From an optimization exercise on the open Yosys and OpenROAD flow, aimed at small area and a short achievable clock period; shortcuts taken in it are not production practice.
Only simulation tests tie the RTL to the original design; equivalence was not proved.
Power is estimated from default activity; no workload was simulated.

Design pipelined_4stage, start of the top module:
module pipelined_4stage(clk, rst, imem_addr, imem_data, aluout);
input clk;
input rst;
output [9:0] imem_addr;			 
input [32-1:0] imem_data;	 
output [32-1:0] aluout;
reg [9:0] pc;
always @(posedge clk)
  if (rst) pc <= 10'd0;
  else pc <= pc + 10'd1;
assign imem_addr = pc;
reg [31:0] regdata [0:31];    
reg [31:0] ex_a, ex_b;        
reg [15:0] ex_one, ex_two, ex_neg;   
reg ex_add, ex_sub, ex_and, ex_xor;
reg [4:0] ex_waddr;
reg ex_valid;                 
reg ex_com;                   
reg [18-1:0] wb_lo;         
reg wb_c;                     
reg [14-1:0] wb_ph, wb_gh;  
wire [14-1:0] hi_out, hi_int;
addpg14 ADDOUT (.p(wb_ph), .g(wb_gh), .ci(wb_c), .s(hi_out));
addpg14 ADDINT (.p(wb_ph), .g(wb_gh), .ci(wb_c), .s(hi_int));
wire [31:0] wb_aluout = {hi_int, wb_lo};
reg [4:0] wb_waddr;
wire [31:0] wsel = 32'd1 << wb_waddr;
wire [31:0] wload = wsel | {32{rst}};
wire [31:0] wd0 = rst ? 32'd0 : wb_aluout;
wire [31:0] wd3 = rst ? 32'd2 : wb_aluout;
wire [31:0] wd8 = rst ? 32'd5 : wb_aluout;
genvar g, h;
generate
  for (g = 0; g < 32; g = g + 1) begin : RF
    wire [31:0] d = g == 8 ? wd8 : g == 3 ? wd3 : wd0;
    wire [31:0] next;
    for (h = 0; h < 32; h = h + 1) begin : B
      rf_hold H (.load(wload[g]), .hold(~wload[g]), .d(d[h]), .q(regdata[g][h]),
                 .next(next[h]));
    end
    always @(posedge clk)
      regdata[g] <= next;
  end
endgenerate
wire [5:0] opcode = imem_data[31:26];
wire [4:0] rs = imem_data[25:21];
wire [4:0] rt = imem_data[20:16];
wire [2:0] aluop = opcode[2:0];
wire alusrc = opcode == 6'b000110;
wire [4:0] waddr_id = alusrc ? rt : imem_data[15:11];
wire [31:0] opa, opb;
genvar hf;
generate
  for (hf = 0; hf < 2; hf = hf + 1) begin : RD
    wire [31:0] sel1, sel2;
    wire fwd1, fwd2;
    rf_dec DEC1 (.addr(rs), .keep(~wsel), .waddr(wb_waddr), .sel(sel1), .fwd(fwd1));
    rf_dec DEC2 (.addr(rt), .keep(~wsel), .waddr(wb_waddr), .sel(sel2), .fwd(fwd2));
    wire [527:0] d;
  ...
export LEC_CHECK = 0
export CAP_MARGIN = 20
export CORE_MARGIN = 2
export CORE_UTILIZATION = 40
export CTS_CLUSTER_DIAMETER = 90
export CTS_CLUSTER_SIZE = 20
export PLACE_DENSITY = 0.55
export SETUP_SLACK_MARGIN = 4.0
export SLEW_MARGIN = 20
export SYNTH_HIERARCHICAL = 1
create_clock -name core_clock -period 8.0 [get_ports {clk}]
run.sh (not shown) runs the stock make flow with config.mk's settings and CLKGATE_MAP_FILE= SYNTH_SCRIPT=/design/flow/synth_recipe.tcl, a recipe that flattens the netlist after the stock synthesis.
Rerun with:
Settings changed: CORE_UTILIZATION 40 to 35, PLACE_DENSITY 0.55 to 0.45, SETUP_SLACK_MARGIN 4.0 to 3.8.
Outcome:
- die area increases by about 14%
- via count decreases by about 1.7%
- hold slack gets worse by 7.6 ps
- combinational power hardly moves
- worst setup slack gets better by 12 ps
- final area increases by 0.47%
Rerun with:
Settings changed: SETUP_SLACK_MARGIN 3.8 to 3.6.
The changed run completed without violations.
Setup slack loses 180 ps.
Clock skew is about the same.
Global-route usage rises by 0.13 points.
Area after synthesis is unchanged.
Final area came out lower by 1.3%.
Worst hold slack is about the same.
Wire length stays flat.

---

pipelined_4stage, a different RTL version from the one above (not shown whole).
Size: roughly 76 I/O pins.
make LEC_CHECK=0 CAP_MARGIN=20 CORE_MARGIN=2 CORE_UTILIZATION=40 CTS_CLUSTER_DIAMETER=90 CTS_CLUSTER_SIZE=20 PLACE_DENSITY=0.55 SETUP_SLACK_MARGIN=4.2 SLEW_MARGIN=20 SYNTH_HIERARCHICAL=1 finish   # period 8.0 ns
Then changed:
--- a/flow/config.mk
+++ b/flow/config.mk
@@ -12,5 +12,5 @@
 export CTS_CLUSTER_SIZE = 20
 export PLACE_DENSITY = 0.55
-export SETUP_SLACK_MARGIN = 4.2
+export SETUP_SLACK_MARGIN = 4.0
 export SLEW_MARGIN = 20
 export SYNTH_HIERARCHICAL = 1
The new run completed with no timing, DRC or antenna violations.
Die area stays the same.
First-iteration DRC count is lower by 1.5%.
Final cell count decreases by 0.97%.
Worst hold slack gets better by 0.0078 ns.
Via count drops by 1.1%.
Maximum frequency is higher by 1.1%.
Setup slack improves by 0.047 ns.
Design area decreases by 2.2%.

==> what the ideal ports hide <==
Ports are ideal in the flow. The routed layouts listed here were re-timed in OpenROAD. Step 1 (the two cells are an assumption about what drives the block):
set clk [get_ports {clk}]
set_driving_cell -lib_cell sky130_fd_sc_hd__clkbuf_16 $clk
set_driving_cell -lib_cell sky130_fd_sc_hd__buf_2 [delete_from_list [all_inputs] $clk]
Step 2 times the ports against the registers' clock, not the clock port: input delays grow and output delays shrink by t, the midpoint of the rising clock arrivals with the driver on. Three values: no drivers, after step 1, after step 2; two values: the first two.
run | shift t [ns] | setup slack, ns | worst hold slack (ns) | latest minus earliest clock arrival (ns)
the first run of note 1 | 0.814 | 3.650 / 3.650 / 3.111 | 0.441 / 0.441 / 0.441 | 0.069 / 0.069
the second run of note 1 | 0.851 | 3.663 / 3.598 / 2.747 | 0.434 / 0.434 / 0.434 | 0.061 / 0.061
the third run of note 1 | 0.831 | 3.485 / 3.515 / 2.684 | 0.433 / 0.433 / 0.433 | 0.059 / 0.059
the first run of note 2 | 0.821 | 3.813 / 3.727 / 3.250 | 0.433 / 0.433 / 0.433 | 0.079 / 0.079
the second run of note 2 | 0.800 | 3.859 / 3.775 / 3.133 | 0.441 / 0.441 / 0.441 | 0.063 / 0.063
After both steps setup and hold are still met in every run listed. The setup slack of the second run of note 1, which loses most, moves by -0.065 ns with the drivers and by -0.916 ns with both steps.
